This is an optimization exercise on Yosys and OpenROAD, whose aim is small area, not a production implementation.
The RTL was checked by simulation tests, not by an equivalence proof against the original design.
Power and IR drop assume default switching activity.

## flow/design.v (module list and top-level ports; edited modules follow where they fit)
// module playrec: 803 lines
// module fa_cell: 3 lines
// module sel_dec: 7 lines
// module ha_cell: 3 lines
module playrec(
	input			CLOCK_50, reset,
	output reg	[21:0]	ram_addr,
	output	[15:0]	ram_data_in,
	output			ram_read, ram_write,
	input	[15:0]	ram_data_out,
	input			ram_valid, ram_waitrq,
	output	[15:0]	audio_out,
	input	[15:0]	audio_in,
	input			audio_out_allowed, audio_in_available,
	output			write_audio_out, read_audio_in,
	input			play, record, pause,
	input	[1:0]	speed,
	input [2:0] sel
);
  // ...
==> flow/flow/run.sh <==
#!/bin/bash
# Standard ORFS layout (the standard.sh, unchanged synthesis) with two
# layout-only choices passed to the ORFS scripts:
#  - port buffers use the smallest buffer cell (every port is still buffered)
#  - clock tree synthesis without dummy loads
set -euo pipefail
export BUFFER_PORTS_ARGS="-buffer_cell sky130_fd_sc_hd__buf_1"
export CTS_ARGS="-sink_clustering_enable -repair_clock_nets -dont_use_dummy_load -buf_list sky130_fd_sc_hd__clkbuf_4 -sink_clustering_size 10 -sink_clustering_max_diameter 50"
bash standard.sh > standard_flow.log 2>&1
==> flow/standard.sh <==
#!/bin/bash
# synth_recipe.tcl (not shown) runs the flow's synth.tcl, then flattens the netlist and writes it again
# the make line also repeats each setting of config.mk as NAME=value (left out here)
make -C /OpenROAD-flow-scripts/flow DESIGN_CONFIG=/design/flow/config.mk WORK_HOME=/design/flow/orfs CLKGATE_MAP_FILE= SYNTH_SCRIPT=/design/flow/synth_recipe.tcl "${@:-finish}"
==> flow/config.mk <==
export PLATFORM = sky130hd
export DESIGN_NAME = playrec
export DESIGN_NICKNAME = playrec
export VERILOG_FILES = /design/flow/design.v
export SDC_FILE = /design/flow/constraint.sdc
export NUM_CORES = 4
export LEC_CHECK = 0
export CAP_MARGIN = 20
export CORE_MARGIN = 2
export CORE_UTILIZATION = 40
export SETUP_SLACK_MARGIN = 0.05
export SLEW_MARGIN = 20
export SYNTH_HIERARCHICAL = 1
export SYNTH_MINIMUM_KEEP_SIZE = 0
==> flow/constraint.sdc <==
create_clock -name core_clock -period 10.0 [get_ports {CLOCK_50}]
set_input_delay 2.0000 -clock core_clock [delete_from_list [all_inputs] [get_ports {CLOCK_50}]]
set_output_delay 2.0000 -clock core_clock [all_outputs]
set_load 0.01 [all_outputs]
==> flow_metrics.tcl, run 1 <==
set metrics [dict create \
    n_tap_cell 396 \
    fin_cells 1519 \
    cts.sinks 204 \
    critPathSlowestCell "fa_1" \
    status "timing/DRC/antenna clean" \
    clk_pin_slew_worst_paths_ns 0.10 \
    ir_drop_mv 0.418 \
    clock_area_share_pct 1.69 \
    cp-end-kind "output pin" \
    fin_tns_setup_ns 0 \
    core_um2 30700 \
    rr_worst_depth 18 \
    hold_ws_ns 0.308 \
    cts_root_buf "clkbuf_4" \
    yosysMostFrequentCell "dfxtp_1" \
    top_register "ram_addr" \
    critPathMaxFanout 29 \
    intPower_mw 2.38 \
    cts_tree "done" \
    power_leakage_nw 5.71 \
    io_pins 104 \
    netSwitchingFraction_pct 49.1 \
    layout_common_cells "dfxtp_1 (204), fa_1 (203), nand2_1 (118)" \
    fill_cells 2949 \
    layout.nonclk_buf_share_pct 3.49 \
    path_cells "buf_1 -> and3b_2 -> buf_4 -> nand2_1 -> o211ai_1 -> fa_1 -> fa_1 -> fa_1 -> fa_1 -> fa_1 -> ha_1 -> a211oi_1 -> nor2_1 -> o31ai_1 -> nand2_1 -> o41ai_2 -> xnor2_1 -> buf_1" \
    syn_nets 1388 \
    synth_cell_types 52 \
    synthArstFlopShare_pct 0 \
    holdPathStages 0 \
    diodes 1 \
    path_class "in2out" \
    crit_cells 18 \
    die_x_um 181 \
    nMultiInputCombCells 780 \
    largest_reg_flops 22 \
    drtPass1Iterations 6 \
]
==> run 2, diff against run 1 <==
--- a/flow/design.v
+++ b/flow/design.v
@@ -743,18 +743,113 @@
 fa_cell u_t_s444 (.a(t_c351), .b(t_s398), .c(t_c397), .s(t_s444), .k(t_c445));
 wire t_s446, t_c447;
 fa_cell u_t_s446 (.a(t_c355), .b(t_s400), .c(t_c399), .s(t_s446), .k(t_c447));
 wire t_s448, t_c449;
 fa_cell u_t_s448 (.a(t_c357), .b(t_s402), .c(t_c401), .s(t_s448), .k(t_c449));
 wire t_x450 = rb175_c23 ^ rb207_c23 ^ t_c403;
 wire [23:0] ta = {t_c449, t_c447, t_c445, t_c443, t_c441, t_c439, t_c437, t_c435, t_c433, t_c431, t_c429, t_c427, t_c425, t_c423, t_c421, t_c419, t_c417, t_c415, t_c413, t_c411, t_c409, t_c407, t_c405, t_s404};
 wire [23:0] tb = {t_x450, t_s448, t_s446, t_s444, t_s442, t_s440, t_s438, t_s436, t_s434, t_s432, t_s430, t_s428, t_s426, t_s424, t_s422, t_s420, t_s418, t_s416, t_s414, t_s412, t_s410, t_s408, t_s406, t_s274};
-wire [23:0] tsum = ta + tb;
-assign ram_data_in = tsum[23:8];
+wire [23:0] fg = ta & tb, fp = ta ^ tb;
+wire lg1 = fg[1] | (fp[1] & fg[0]);
+wire lp1 = fp[1] & fp[0];
+wire lg2 = fg[3] | (fp[3] & fg[2]);
+wire lp2 = fp[3] & fp[2];
+wire lg3 = fg[5] | (fp[5] & fg[4]);
+wire lp3 = fp[5] & fp[4];
+wire lg4 = fg[7] | (fp[7] & fg[6]);
+wire lp4 = fp[7] & fp[6];
+wire lg5 = lg2 | (lp2 & lg1);
+wire lp5 = lp2 & lp1;
+wire lg6 = lg4 | (lp4 & lg3);
+wire lp6 = lp4 & lp3;
+wire lg7 = lg6 | (lp6 & lg5);
+wire lp7 = lp6 & lp5;
+wire c8 = lg7;
+wire pg1 = fg[9] | (fp[9] & fg[8]);
+wire pp1 = fp[9] & fp[8];
+wire pg2 = fg[11] | (fp[11] & fg[10]);
+wire pp2 = fp[11] & fp[10];
+wire pg3 = fg[13] | (fp[13] & fg[12]);
+wire pp3 = fp[13] & fp[12];
+wire pg4 = fg[15] | (fp[15] & fg[14]);
+wire pp4 = fp[15] & fp[14];
+wire pg5 = fg[17] | (fp[17] & fg[16]);
+wire pp5 = fp[17] & fp[16];
+wire pg6 = fg[19] | (fp[19] & fg[18]);
+wire pp6 = fp[19] & fp[18];
+wire pg7 = fg[21] | (fp[21] & fg[20]);
+wire pp7 = fp[21] & fp[20];
+wire pg8 = fg[23] | (fp[23] & fg[22]);
+wire pp8 = fp[23] & fp[22];
+wire pg9 = fg[10] | (fp[10] & pg1);
+wire pp9 = fp[10] & pp1;
+wire pg10 = pg2 | (pp2 & pg1);
+wire pp10 = pp2 & pp1;
+wire pg11 = fg[14] | (fp[14] & pg3);
+wire pp11 = fp[14] & pp3;
+wire pg12 = pg4 | (pp4 & pg3);
+wire pp12 = pp4 & pp3;
+wire pg13 = fg[18] | (fp[18] & pg5);
+wire pp13 = fp[18] & pp5;
+wire pg14 = pg6 | (pp6 & pg5);
+wire pp14 = pp6 & pp5;
+wire pg15 = fg[22] | (fp[22] & pg7);
+wire pp15 = fp[22] & pp7;
+wire pg16 = pg8 | (pp8 & pg7);
+wire pp16 = pp8 & pp7;
+wire pg17 = fg[12] | (fp[12] & pg10);
+wire pp17 = fp[12] & pp10;
+wire pg18 = pg3 | (pp3 & pg10);
+wire pp18 = pp3 & pp10;
+wire pg19 = pg11 | (pp11 & pg10);
+wire pp19 = pp11 & pp10;
+wire pg20 = pg12 | (pp12 & pg10);
+wire pp20 = pp12 & pp10;
+wire pg21 = fg[20] | (fp[20] & pg14);
+wire pp21 = fp[20] & pp14;
+wire pg22 = pg7 | (pp7 & pg14);
+wire pp22 = pp7 & pp14;
+wire pg23 = pg15 | (pp15 & pg14);
+wire pp23 = pp15 & pp14;
+wire pg24 = pg16 | (pp16 & pg14);
+wire pp24 = pp16 & pp14;
+wire pg25 = fg[16] | (fp[16] & pg20);
+wire pp25 = fp[16] & pp20;
+wire pg26 = pg5 | (pp5 & pg20);
+wire pp26 = pp5 & pp20;
+wire pg27 = pg13 | (pp13 & pg20);
+wire pp27 = pp13 & pp20;
+wire pg28 = pg14 | (pp14 & pg20);
+wire pp28 = pp14 & pp20;
+wire pg29 = pg21 | (pp21 & pg20);
+wire pp29 = pp21 & pp20;
+wire pg30 = pg22 | (pp22 & pg20);
+wire pp30 = pp22 & pp20;
+wire pg31 = pg23 | (pp23 & pg20);
+wire pp31 = pp23 & pp20;
+wire pg32 = pg24 | (pp24 & pg20);
+wire pp32 = pp24 & pp20;
+wire cc33 = fg[8] | (fp[8] & c8);
+wire cc34 = pg1 | (pp1 & c8);
+wire cc35 = pg9 | (pp9 & c8);
+wire cc36 = pg10 | (pp10 & c8);
+wire cc37 = pg17 | (pp17 & c8);
+wire cc38 = pg18 | (pp18 & c8);
+wire cc39 = pg19 | (pp19 & c8);
+wire cc40 = pg20 | (pp20 & c8);
+wire cc41 = pg25 | (pp25 & c8);
+wire cc42 = pg26 | (pp26 & c8);
+wire cc43 = pg27 | (pp27 & c8);
+wire cc44 = pg28 | (pp28 & c8);
+wire cc45 = pg29 | (pp29 & c8);
+wire cc46 = pg30 | (pp30 & c8);
+wire cc47 = pg31 | (pp31 & c8);
+wire [15:0] hc = {cc47, cc46, cc45, cc44, cc43, cc42, cc41, cc40, cc39, cc38, cc37, cc36, cc35, cc34, cc33, c8};
+assign ram_data_in = fp[23:8] ^ hc;
 reg [2:0] st, streg;
 localparam	st_start = 0,
 			st_rc_audio_wait = 1,
 			st_rc_ram_nextaddr = 2,
 			st_rc_ram_wait = 3,
 			st_pl_ram_rd = 4,
 			st_pl_audio_wait = 5,
 			st_pl_ram_nextaddr = 6,
==> flow/flow/run.sh (replaced) <==
#!/bin/bash
# Standard ORFS layout (the standard.sh, unchanged synthesis) with two
# layout-only choices passed to the ORFS scripts:
#  - port buffers use the smallest buffer cell (every port is still buffered)
#  - clock tree synthesis without dummy loads
set -euo pipefail
export BUFFER_PORTS_ARGS="-buffer_cell sky130_fd_sc_hd__buf_1"
export CTS_ARGS="-sink_clustering_enable -repair_clock_nets -dont_use_dummy_load -buf_list sky130_fd_sc_hd__clkbuf_4 -sink_clustering_size 12 -sink_clustering_max_diameter 45"
bash standard.sh > standard_flow.log 2>&1
==> flow_metrics.tcl, run 2 <==
set metrics [dict create \
    status "timing/DRC/antenna clean" \
    timing.fmax_mhz 104 \
    maxCapViolCount 0 \
    grt_max_degree 93 \
    finalSetupViolCount 0 \
    post-place-ws_ns 0.441 \
    routedWlPerCell_um 21.3 \
    layout_common_cells "fa_1 (204), dfxtp_1 (204), nand2_1 (113)" \
    hold_path_class "reg2reg" \
    combinationalPowerShare_pct 69.7 \
    drive_above_1_share_pct 6.08 \
    synth_top_area_share_pct 32.9 \
    finalHoldViolCount 0 \
    track_usage_pct 19.5 \
    design.die.area_um2 32500 \
    max_stage_delay_ns 0.70 \
    crit_top_cell "fa_1" \
    regArea_um2 4080 \
    cts.sinks 204 \
    clock-skew-final_ns 0.117 \
    synth_edf_count 0 \
    synthArstFlopShare_pct 0 \
    die_x_um 180 \
    p_clk_share_pct 8.4 \
    route.detailed.drc 0 \
    gr-total-overflow 0 \
    path_class "in2out" \
    fill_cells 2886 \
    max_slew_margin_pct 33.4 \
    period_share_pct 96.0 \
    post_cts_buffers 0 \
    cp.required_ns 8.00 \
    wl_um 31600 \
    layout_setup_ws_ns 0.399 \
    netSwitchingFraction_pct 48.2 \
    globalplace.congestion 0.902 \
    rows 64 \
    cp.arrival_ns 7.60 \
    period_needed_ns 9.60 \
    io_pins 104 \
    floorplan.initialDensity_pct 40.6 \
    critPathSlowestCell "nor2_2" \
    hold_ws_ns 0.319 \
    cts_root_buf "clkbuf_4" \
    vias 8591 \
    power.share.sequential_pct 21.9 \
    die_h_um 180 \
    ctsHoldBuffers 0 \
    top_register "ram_addr" \
    cts_tree "done" \
    drt_iter0_drc 853 \
    critPathMaxFanout 23 \
    multi_input_comb_area_um2 7970 \
    drv_slew 0 \
    postSynthAreaPerCell_um2 11.9 \
    rsz0062_at_grt "no" \
    power_leakage_nw 5.65 \
    numCtsBuffers 28 \
    h-tree-depth 1 \
    grt_pass1_vias 9040 \
    postCtsResizedCells 0 \
    power.density_nw_per_um2 343 \
    cts_buffer_depth 3 \
    grt_pass1_wl_um 50300 \
    syn_to_final_growth_pct 6.71 \
    synth_top_cell_by_area "dfxtp_1" \
    core_um2 30600 \
    synth_cell_types 58 \
    clk_latency_ns 0.70 \
    p_sw_mw 2.19 \
    antenna_found_initial 1 \
    cp-end-kind "output pin" \
    tightest_slew_ns 0.996 \
    synthCells 1039 \
    clk_pin_slew_worst_paths_ns 0.11 \
    ir_drop_mv 0.312 \
    intPower_mw 2.35 \
    start_kind "primary input" \
    synthesis.area_um2 12400 \
    drtPass1Iterations 10 \
    nets 1404 \
    numPortBuffers 71 \
    largest_reg_flops 22 \
    synth_area_leaders "dfxtp_1 (33%), fa_1 (33%), ha_1 (6.7%)" \
    ant_nets 0 \
    synthFlopType "dfxtp_1" \
    path_cells "buf_1 -> nor3b_2 -> buf_4 -> nor2_2 -> buf_4 -> o22ai_1 -> fa_1 -> fa_1 -> fa_1 -> fa_1 -> ha_1 -> a21o_1 -> a21oi_1 -> a2bb2oi_2 -> o311ai_2 -> a21oi_2 -> xnor2_1 -> buf_1" \
    viasPerCell 5.79 \
    syn_nets 1355 \
    yosysSeqAreaShare_pct 32.9 \
    yosysWarnings 7 \
    fin_tns_setup_ns 0 \
    synthTopCellsByCount "dfxtp_1 (204), fa_1 (204), nand2_1 (113)" \
    ys_seq_elements 204 \
    dp_hpwl_um 24300 \
]
## run 2: critical path, delay by kind of cell
family                   cells  cell delay, ns
AND/OR/NAND/NOR              2            0.88
buffers and inverters        4            0.92
adder cells (fa/ha/maj)      5            2.30
AO/OA/AOI/OAI                6            1.36
XOR/XNOR                     1            0.13
## run 2: layout make-up
| cell class | count | share of cell area, % |
|---|---|---|
| multi-input combinational | 750 | 60.2 |
| sequential | 204 | 30.8 |
| tap | 396 | 3.74 |
| timing repair buffer | 86 | 3.15 |
| clock buffer | 28 | 1.59 |
| inverter | 18 | 0.510 |
| antenna | 1 | 0.0189 |
## run 2: final timing paths
kind            startpoint  slack [ns]               to  cells past startpoint
min reg2reg  x5[8]$_DFF_P_        0.32    x6[8]$_DFF_P_                      0
max                 sel[0]        0.40  ram_data_in[10]                     18
min          x5[8]$_DFF_P_        0.32    x6[8]$_DFF_P_                      0
max reg2reg  x4[0]$_DFF_P_        2.96   s4[16]$_DFF_P_                     18
## run 2: through the flow
stage / total power, mW / cells / utilization, % / cell area [µm²]
floorplan: 3.33 / 1039 / - / 12400
global placement: 4.17 / 1454 / 42.6 / 13000
detailed placement: 4.19 / 1454 / 42.6 / 13000
CTS: 4.59 / 1482 / 43.3 / 13200
global route: 4.98 / 1483 / 43.3 / 13200
finish: 4.54 / 1483 / 43.3 / 13200
## run 2: cell families (layout without fill, tap and decap cells)
family,Yosys count,count (layout),synth area share [%]
xor gates and xnor gates,23,23,1.62
other,0,1,0
DFF,204,204,32.9
AOI/OAI and AO/OA,250,250,14.9
buffers and inverters,85,132,3.05
and+or+nand+nor,207,207,7.98
adders and majority gates,270,270,39.6
## run 2: per-module statistics from Yosys, one instance, submodules excluded
module   cells inside  copies in the design  flops+latches
sel_dec             6                     1              0
playrec           791                     1            204
fa_cell             1                   202              0
ha_cell             1                    40              0
## run 2: routing by layer
metal | share of wire (%) | up-vias | global-route usage [%]
met1 | 41 | 4321 | 26.4
met4 | 3.7 | 0 | 7.23
met2 | 48 | 421 | 32.1
li1 | - | 3763 | -
met5 | 0 | - | 0
met3 | 6.6 | 86 | 2.75
## run 2: power by group through the flow
stage / logic, mW / clock network, mW / registers, mW
finish: 3.17 / 0.380 / 0.994
global route: 3.55 / 0.432 / 1.00
floorplan: 2.37 / 0 / 0.961
detailed placement: 3.18 / 0 / 1.01
global placement: 3.16 / 0 / 1.01
CTS: 3.20 / 0.402 / 0.991
==> run 3, diff against run 2 <==
--- a/flow/flow/run.sh
+++ b/flow/flow/run.sh
@@ -7,3 +7,3 @@
 export BUFFER_PORTS_ARGS="-buffer_cell sky130_fd_sc_hd__buf_1"
-export CTS_ARGS="-sink_clustering_enable -repair_clock_nets -dont_use_dummy_load -buf_list sky130_fd_sc_hd__clkbuf_4 -sink_clustering_size 12 -sink_clustering_max_diameter 45"
+export CTS_ARGS="-sink_clustering_enable -repair_clock_nets -dont_use_dummy_load -buf_list sky130_fd_sc_hd__clkbuf_4 -sink_clustering_size 10 -sink_clustering_max_diameter 50"
 bash standard.sh > standard_flow.log 2>&1
--- a/flow/config.mk
+++ b/flow/config.mk
@@ -10,2 +10,3 @@
 export CORE_UTILIZATION = 40
+export GPL_ROUTABILITY_DRIVEN = 0
 export SETUP_SLACK_MARGIN = 0.05
==> flow_metrics.tcl, run 3 <==
set metrics [dict create \
    drt_iter0_drc 844 \
    ant_nets 0 \
    busiest_layer "met2" \
    synthArstFlopShare_pct 0 \
    viasPerCell 5.71 \
    period_share_pct 96.1 \
    syn_nets 1355 \
    cts_root_buf "clkbuf_4" \
    largest_reg_flops 22 \
    max_slew_margin_pct 32.8 \
    drtPass1Iterations 8 \
    wl_um 31500 \
    power.density_nw_per_um2 343 \
    top_register "ram_addr" \
    yosysWarnings 7 \
    synth_edf_count 0 \
    cp-end-kind "output pin" \
    power_leakage_nw 5.65 \
    drv_slew 0 \
    grt_pass1_vias 9042 \
    syn_to_final_growth_pct 6.71 \
    post-place-ws_ns 0.441 \
    rsz0062_at_grt "no" \
    path_class "in2out" \
    maxCapViolCount 0 \
    ys_seq_elements 204 \
    routedWlPerCell_um 21.2 \
    grt_max_degree 93 \
    finalSetupViolCount 0 \
    finalHoldViolCount 0 \
    ir_drop_mv 0.312 \
    die_h_um 180 \
    post_cts_buffers 0 \
    grt_use_met1_pct 26.8 \
    layout_setup_ws_ns 0.394 \
    io_pins 104 \
    hold_path_class "reg2reg" \
    synthFlopType "dfxtp_1" \
    die_x_um 180 \
    cts_buffer_depth 3 \
    clk_latency_ns 0.69 \
    status "timing/DRC/antenna clean" \
    track_usage_pct 19.6 \
    tightest_slew_ns 1.00 \
    layout_common_cells "fa_1 (204), dfxtp_1 (204), nand2_1 (113)" \
    core_um2 30600 \
    synthCells 1039 \
    fill_cells 2893 \
    dp_hpwl_um 24300 \
    grtUsageMet3_pct 2.43 \
    synth_area_leaders "dfxtp_1 (33%), fa_1 (33%), ha_1 (6.7%)" \
    clk_pin_slew_worst_paths_ns 0.10 \
    h-tree-depth 1 \
    yosysSeqAreaShare_pct 32.9 \
    postCtsResizedCells 0 \
    period_needed_ns 9.61 \
    cp.required_ns 8.00 \
    grt_pass1_wl_um 50300 \
    drive_above_1_share_pct 6.08 \
    numCtsBuffers 28 \
    design.die.area_um2 32500 \
    cts.sinks 204 \
    synth_cell_types 58 \
    gr-total-overflow 0 \
    cts_tree "done" \
    synth_top_cell_by_area "dfxtp_1" \
    antenna_found_initial 1 \
    synth_top_area_share_pct 32.9 \
    synthesis.area_um2 12400 \
    nets 1404 \
    timing.fmax_mhz 104 \
    postSynthAreaPerCell_um2 11.9 \
    rows 64 \
    start_kind "primary input" \
    critPathMaxFanout 23 \
    use_met2_pct 32.1 \
    clock-skew-final_ns 0.101 \
    synthTopCellsByCount "dfxtp_1 (204), fa_1 (204), nand2_1 (113)" \
    numPortBuffers 71 \
    fin_tns_setup_ns 0 \
    ctsHoldBuffers 0 \
    route.detailed.drc 0 \
    floorplan.initialDensity_pct 40.6 \
    cp.arrival_ns 7.61 \
    vias 8468 \
]
-- run 3: worst max-delay path, stage by stage --
cell,delay [ns]
buf_1,0.12
nor3b_2,0.18
buf_4,0.26
nor2_2,0.71
buf_4,0.37
o22ai_1,0.17
fa_1,0.54
fa_1,0.45
fa_1,0.54
fa_1,0.41
ha_1,0.35
a21o_1,0.19
a21oi_1,0.42
a2bb2oi_2,0.24
o311ai_2,0.16
a21oi_2,0.18
xnor2_1,0.13
buf_1,0.17
-- run 3: cell type report --
class | instances | area [µm²] | area share (%)
multi-input cells | 750 | 7970 | 60.2
inverters | 18 | 67.6 | 0.510
clock buffers | 28 | 210 | 1.59
diodes | 1 | 2.50 | 0.0189
repair buffers | 86 | 417 | 3.15
flip-flops and latches | 204 | 4080 | 30.8
well taps | 396 | 495 | 3.74
-- run 3: metrics by stage --
| stage | hold WS [ns] | power, mW | util [%] | instances | instance area [µm²] |
|---|---|---|---|---|---|
| 6_report | 0.321 | 4.54 | 43.3 | 1483 | 13200 |
| 5_1_grt | 0.310 | 4.98 | 43.3 | 1483 | 13200 |
| 4_1_cts | 0.319 | 4.59 | 43.3 | 1482 | 13200 |
| 3_5_place_dp | 0.330 | 4.19 | 42.6 | 1454 | 13000 |
| 3_3_place_gp | 0.325 | 4.17 | 42.6 | 1454 | 13000 |
| 2_1_floorplan | 0.323 | 3.33 | - | 1039 | 12400 |
-- run 3: logic make-up (layout without fill, tap and decap cells) --
| kind of cell | after synthesis | count (layout) | synth area share (%) |
|---|---|---|---|
| AOI/OAI and AO/OA | 250 | 250 | 14.9 |
| xor gates and xnor gates | 23 | 23 | 1.62 |
| other | 0 | 1 | 0 |
| DFF | 204 | 204 | 32.9 |
| buffers and inverters | 85 | 132 | 3.05 |
| and+or+nand+nor | 207 | 207 | 7.98 |
| adders and majority gates | 270 | 270 | 39.6 |
-- run 3: power breakdown --
part           internal, mW  switching [mW]
Sequential            0.884           0.108
Combinational          1.34            1.83
Clock                 0.128           0.254
-- run 3: per-module statistics from Yosys (local to each module, per instance) --
module | flops+latches | copies in the design | cells | cell area [µm²]
fa_cell | 0 | 202 | 1 | 20.0
playrec | 204 | 1 | 791 | 7820
sel_dec | 0 | 1 | 6 | 47.5
ha_cell | 0 | 40 | 1 | 12.5
-- run 3: worst paths after layout --
| kind | from | endpoint | slack, ns | depth (start not counted) |
|---|---|---|---|---|
| worst max-delay path | sel[0] | ram_data_in[10] | 0.39 | 18 |
| worst min-delay path | x2[11]$_DFF_P_ | x3[11]$_DFF_P_ | 0.32 | 0 |
| worst max register to register | x4[0]$_DFF_P_ | s4[16]$_DFF_P_ | 2.94 | 18 |
| worst min register to register | x2[11]$_DFF_P_ | x3[11]$_DFF_P_ | 0.32 | 0 |
-- run 3: routing by layer --
| metal | part of all wire [%] | wire (µm) | up-vias |
|---|---|---|---|
| li1 | - | - | 3761 |
| met2 | 48 | 15200 | 350 |
| met4 | 3.7 | 1160 | 0 |
| met1 | 42 | 13200 | 4280 |
| met5 | 0 | 0 | - |
| met3 | 6.1 | 1910 | 77 |
==> run 4, diff against run 3 <==
--- a/flow/config.mk
+++ b/flow/config.mk
@@ -10,3 +10,3 @@
 export CORE_UTILIZATION = 40
-export GPL_ROUTABILITY_DRIVEN = 0
+export GPL_TIMING_DRIVEN = 0
 export SETUP_SLACK_MARGIN = 0.05
==> flow_metrics.tcl, run 4 <==
set metrics [dict create \
    status "timing/DRC/antenna clean" \
    grt_max_degree 15 \
    finalInstanceArea_um2 13500 \
    globalplace.congestion 0.984 \
    clk_latency_ns 0.73 \
    dp_hpwl_um 28800 \
    cts_root_buf "clkbuf_4" \
    drive_above_1_share_pct 7.96 \
    cp_top_family "adder cells" \
    cp.arrival_ns 7.73 \
    drtPass1Iterations 6 \
    power.density_nw_per_um2 339 \
    cts_buffer_depth 3 \
    antenna_found_initial 1 \
    ctsHoldBuffers 0 \
    fin_cells 1554 \
    grtUsageMet3_pct 5.72 \
    wl_um 36300 \
    routedWlPerCell_um 23.4 \
    max_stage_delay_ns 0.56 \
    syn_nets 1355 \
    max_slew_margin_pct 44.0 \
    ir_drop_mv 0.418 \
    vias 9176 \
    synth_cell_types 58 \
    postSynthAreaPerCell_um2 11.9 \
    postPlaceCellArea_um2 13200 \
    drt_iter0_drc 1096 \
    syn_to_final_growth_pct 9.05 \
    layout_common_cells "fa_1 (204), dfxtp_1 (204), nand2_1 (113)" \
    path_cells "buf_1 -> nor2_2 -> and2_2 -> inv_1 -> clkbuf_2 -> clkbuf_2 -> o22ai_1 -> fa_1 -> fa_1 -> fa_1 -> fa_1 -> fa_1 -> ha_1 -> and3_4 -> a221o_1 -> a2bb2oi_2 -> o311ai_2 -> a21oi_2 -> xnor2_1 -> buf_1" \
    use_met2_pct 36.3 \
    path_class "in2out" \
    post-place-ws_ns -0.598 \
    floorplan.initialDensity_pct 40.6 \
    synth_top_cell_by_area "dfxtp_1" \
    route.detailed.drc 0 \
    critPathSlowestCell "fa_1" \
    synthCells 1039 \
    fill_cells 2969 \
    cp-end-kind "output pin" \
    top_register "ram_addr" \
    finalHoldViolCount 0 \
    multi_input_comb_area_um2 7970 \
    design.die.area_um2 32500 \
    drv_slew 0 \
    synthTopCellsByCount "dfxtp_1 (204), fa_1 (204), nand2_1 (113)" \
    cp.required_ns 8.00 \
    period_needed_ns 9.73 \
    synthesis.area_um2 12400 \
    regArea_um2 4080 \
    synth_top_area_share_pct 32.9 \
    period_share_pct 97.3 \
    nets 1474 \
    viasPerCell 5.90 \
    cts.sinks 204 \
    rsz0062_at_grt "no" \
    synthFlopType "dfxtp_1" \
    synth_area_leaders "dfxtp_1 (33%), fa_1 (33%), ha_1 (6.7%)" \
    finalSetupViolCount 0 \
    power_leakage_nw 5.80 \
    track_usage_pct 22.4 \
    synth_edf_count 0 \
    die_x_um 180 \
    fin_tns_setup_ns 0 \
    grt_use_met1_pct 28.2 \
    timing.fmax_mhz 103 \
    grt_pass1_vias 9642 \
    dp_cells 1522 \
    h-tree-depth 1 \
    numCtsBuffers 29 \
    numPortBuffers 87 \
    yosysSeqAreaShare_pct 32.9 \
    layout_setup_ws_ns 0.267 \
    cts_tree "done" \
    critPathMaxFanout 10 \
    clock-skew-final_ns 0.0981 \
    grt_pass1_wl_um 55400 \
    hold_path_class "reg2reg" \
    core_um2 30600 \
    synthArstFlopShare_pct 0 \
    clk_pin_slew_worst_paths_ns 0.11 \
    crit_top_cell "fa_1" \
    start_kind "primary input" \
    gr-total-overflow 0 \
    busiest_layer "met2" \
    io_pins 104 \
    rows 64 \
    largest_reg_flops 22 \
    ant_nets 0 \
    path_buf_inv 5 \
    die_h_um 180 \
    yosysWarnings 7 \
    maxCapViolCount 0 \
    ys_seq_elements 204 \
    tightest_slew_ns 0.839 \
]
==> run 4: worst paths after layout <==
| check | start | to | slack (ns) | cells after the start |
|---|---|---|---|---|
| max | sel[1] | ram_data_in[10] | 0.27 | 20 |
| min | x7[5]$_DFF_P_ | x8[5]$_DFF_P_ | 0.30 | 0 |
| max reg2reg | x4[0]$_DFF_P_ | s4[16]$_DFF_P_ | 3.03 | 18 |
| min reg2reg | x7[5]$_DFF_P_ | x8[5]$_DFF_P_ | 0.30 | 0 |
==> run 4: routing by layer <==
| layer | routed length, µm | part of all wire, % |
|---|---|---|
| met3 | 3580 | 9.9 |
| met2 | 17100 | 47 |
| met5 | 0 | 0 |
| met1 | 13800 | 38 |
| met4 | 1830 | 5.0 |
==> run 4: repair_timing <==
item,4_1_cts,5_1_grt
buffers inserted,0,2
gates resized for setup,18,27
endpoints found under the setup margin,16,15
==> run 4: area by class of cell <==
cell class	count	area share, %
inverters	18	0.499
flip-flops and latches	204	30.2
diodes	2	0.0370
repair buffers	89	2.53
multi-input cells	750	58.9
clock buffers	29	1.61
plain buffers	66	2.57
well taps	396	3.66
==> run 4: logic make-up after synthesis <==
family	after synthesis	share of synthesized area [%]
fa+ha+maj	270	39.6
simple gates	207	7.98
buf+inv	85	3.05
compound gates	250	14.9
xor+xnor	23	1.62
flops	204	32.9
==> run 4: stage by stage <==
step | utilization, % | total power [mW] | hold WS (ns)
floorplan | - | 3.33 | 0.323
global placement | 43.3 | 4.17 | 0.328
detailed placement | 43.3 | 4.21 | 0.328
CTS | 44.1 | 4.63 | 0.294
global route | 44.2 | 5.03 | 0.291
finish | 44.2 | 4.59 | 0.298
==> run 4: modules after synthesis, one instance, submodules excluded <==
module   copies in the design  cells inside  cell area (µm²)  flops+latches
ha_cell                    40             1             12.5              0
playrec                     1           791             7820            204
fa_cell                   202             1             20.0              0
sel_dec                     1             6             47.5              0
==> run 4: power by group <==
part / switching (mW) / total (mW) / internal [mW]
Clock: 0.263 / 0.395 / 0.132
Combinational: 1.83 / 3.19 / 1.36
Sequential: 0.112 / 0.996 / 0.884
==> run 5, diff against run 4 <==
--- a/flow/config.mk
+++ b/flow/config.mk
@@ -10,3 +10,2 @@
 export CORE_UTILIZATION = 40
-export GPL_TIMING_DRIVEN = 0
 export SETUP_SLACK_MARGIN = 0.05
==> flow_metrics.tcl, run 5 <==
set metrics [dict create \
    grt_max_degree 93 \
    die_x_um 180 \
    grt_pass1_vias 9042 \
    yosysSeqAreaShare_pct 32.9 \
    synth_edf_count 0 \
    max_slew_margin_pct 32.8 \
    start_kind "primary input" \
    layout_setup_ws_ns 0.394 \
    h-tree-depth 1 \
    io_pins 104 \
    clk_latency_ns 0.69 \
    cts.sinks 204 \
    max_stage_delay_ns 0.71 \
    die_h_um 180 \
    numCtsBuffers 28 \
    cp_top_family "adder cells" \
    period_needed_ns 9.61 \
    route.detailed.drc 0 \
    synth_top_cell_by_area "dfxtp_1" \
    final_util_pct 43.3 \
    critPathMaxFanout 23 \
    yosysWarnings 7 \
    cp-end-kind "output pin" \
    hold_ws_ns 0.321 \
    track_usage_pct 19.6 \
    power.density_nw_per_um2 343 \
    ant_nets 0 \
    ys_seq_elements 204 \
    finalInstanceArea_um2 13200 \
    postSynthAreaPerCell_um2 11.9 \
    clock-skew-final_ns 0.101 \
    vias 8468 \
    cts_root_buf "clkbuf_4" \
    layout_common_cells "fa_1 (204), dfxtp_1 (204), nand2_1 (113)" \
    viasPerCell 5.71 \
    largest_reg_flops 22 \
    ctsHoldBuffers 0 \
    dp_hpwl_um 24300 \
    floorplan.initialDensity_pct 40.6 \
    crit_top_cell "fa_1" \
    synth_top_area_share_pct 32.9 \
    syn_nets 1355 \
    rsz0062_at_grt "no" \
    drv_slew 0 \
    design.die.area_um2 32500 \
    drive_above_1_share_pct 6.08 \
    synthesis.area_um2 12400 \
    core_um2 30600 \
    critPathSlowestCell "nor2_2" \
    post-place-ws_ns 0.441 \
    cts_tree "done" \
    drt_iter0_drc 844 \
    nets 1404 \
    postCtsResizedCells 0 \
    grt_pass1_wl_um 50300 \
    synth_cell_types 58 \
    globalplace.congestion 0.902 \
    path_class "in2out" \
    cp.arrival_ns 7.61 \
    timing.fmax_mhz 104 \
    synthFlopType "dfxtp_1" \
    finalHoldViolCount 0 \
    antenna_found_initial 1 \
    synthArstFlopShare_pct 0 \
    wl_um 31500 \
    tightest_slew_ns 1.00 \
    synth_area_leaders "dfxtp_1 (33%), fa_1 (33%), ha_1 (6.7%)" \
    postPlaceCellArea_um2 13000 \
    routedWlPerCell_um 21.2 \
    path_buf_inv 4 \
    finalSetupViolCount 0 \
    status "timing/DRC/antenna clean" \
    rows 64 \
    maxCapViolCount 0 \
    path_cells "buf_1 -> nor3b_2 -> buf_4 -> nor2_2 -> buf_4 -> o22ai_1 -> fa_1 -> fa_1 -> fa_1 -> fa_1 -> ha_1 -> a21o_1 -> a21oi_1 -> a2bb2oi_2 -> o311ai_2 -> a21oi_2 -> xnor2_1 -> buf_1" \
    period_share_pct 96.1 \
    ir_drop_mv 0.312 \
    synthTopCellsByCount "dfxtp_1 (204), fa_1 (204), nand2_1 (113)" \
    top_register "ram_addr" \
    synthCells 1039 \
    clk_pin_slew_worst_paths_ns 0.10 \
    post_cts_buffers 0 \
    numPortBuffers 71 \
    drtPass1Iterations 8 \
    cts_buffer_depth 3 \
    gr-total-overflow 0 \
    hold_path_class "reg2reg" \
    fin_tns_setup_ns 0 \
    cp.required_ns 8.00 \
    power_leakage_nw 5.65 \
    syn_to_final_growth_pct 6.71 \
]
-- run 5: power breakdown --
part	internal [mW]	switching [mW]
clock	0.128	0.254
combinational	1.34	1.83
sequential	0.884	0.108
-- run 5: worst paths after layout --
| path | endpoint | startpoint | depth (start not counted) | slack [ns] |
|---|---|---|---|---|
| max | ram_data_in[10] | sel[0] | 18 | 0.39 |
| min | x3[11]$_DFF_P_ | x2[11]$_DFF_P_ | 0 | 0.32 |
| max reg2reg | s4[16]$_DFF_P_ | x4[0]$_DFF_P_ | 18 | 2.94 |
| min reg2reg | x3[11]$_DFF_P_ | x2[11]$_DFF_P_ | 0 | 0.32 |
-- run 5: per-module statistics from Yosys (local to each module, per instance) --
| module | cells inside | flip-flops and latches | cell area [µm²] |
|---|---|---|---|
| playrec | 791 | 204 | 7820 |
| sel_dec | 6 | 0 | 47.5 |
| ha_cell | 1 | 0 | 12.5 |
| fa_cell | 1 | 0 | 20.0 |
-- run 5: layer usage --
metal | up-vias | part of all wire, % | track usage, %
li1 | 3761 | - | -
met1 | 4280 | 42 | 26.8
met2 | 350 | 48 | 32.1
met3 | 77 | 6.1 | 2.43
met4 | 0 | 3.7 | 7.29
met5 | - | 0 | 0
-- run 5: kinds of logic (layout without fill, tap and decap cells) --
kind of cell	after synthesis	after routing	share of synthesized area, %
AO/OA/AOI/OAI	250	250	14.9
XOR/XNOR	23	23	1.62
other	0	1	0
AND/OR/NAND/NOR	207	207	7.98
buffers and inverters	85	132	3.05
flip-flops	204	204	32.9
adder cells (fa/ha/maj)	270	270	39.6
-- run 5: through the flow --
step           std cells  power, mW
2_1_floorplan       1039       3.33
3_3_place_gp        1454       4.17
3_5_place_dp        1454       4.19
4_1_cts             1482       4.59
5_1_grt             1483       4.98
6_report            1483       4.54
-- run 5: layout make-up --
class / count / area, µm²
sequential: 204 / 4080
fill: 2893 / 17300
tap: 396 / 495
antenna: 1 / 2.50
clock buffer: 28 / 210
timing repair buffer: 86 / 417
multi-input combinational: 750 / 7970
inverter: 18 / 67.6

==> separate check: timing with driven ports <==
The flow's constraints put no driver on any port. The routed layouts listed below were extracted and timed again, unchanged, in two steps. Step 1, drivers: a clkbuf_16 drives CLOCK_50 and a buf_2 each remaining input, both assumed. Step 2 times the ports against the registers' clock, not the clock port: input delays grow and output delays shrink by t, the midpoint of the rising clock arrivals with the driver on. Three values: ideal ports, drivers, drivers and shift; two values: the first two.
run | t (ns) | setup slack, ns | hold slack, ns | worst register clock-pin slew, ns
run 1 | 0.697 | 0.489 / 0.468 / 0.468 | 0.308 / 0.308 / 0.308 | 0.11 / 0.11
run 2 | 0.679 | 0.399 / 0.380 / 0.380 | 0.319 / 0.319 / 0.319 | 0.13 / 0.13
run 3 | 0.677 | 0.394 / 0.374 / 0.374 | 0.321 / 0.321 / 0.321 | 0.11 / 0.11
run 4 | 0.722 | 0.267 / 0.246 / 0.246 | 0.298 / 0.298 / 0.298 | 0.11 / 0.11
run 5 | 0.677 | 0.394 / 0.374 / 0.374 | 0.321 / 0.321 / 0.321 | 0.11 / 0.11
After both steps setup and hold are still met in every run listed.
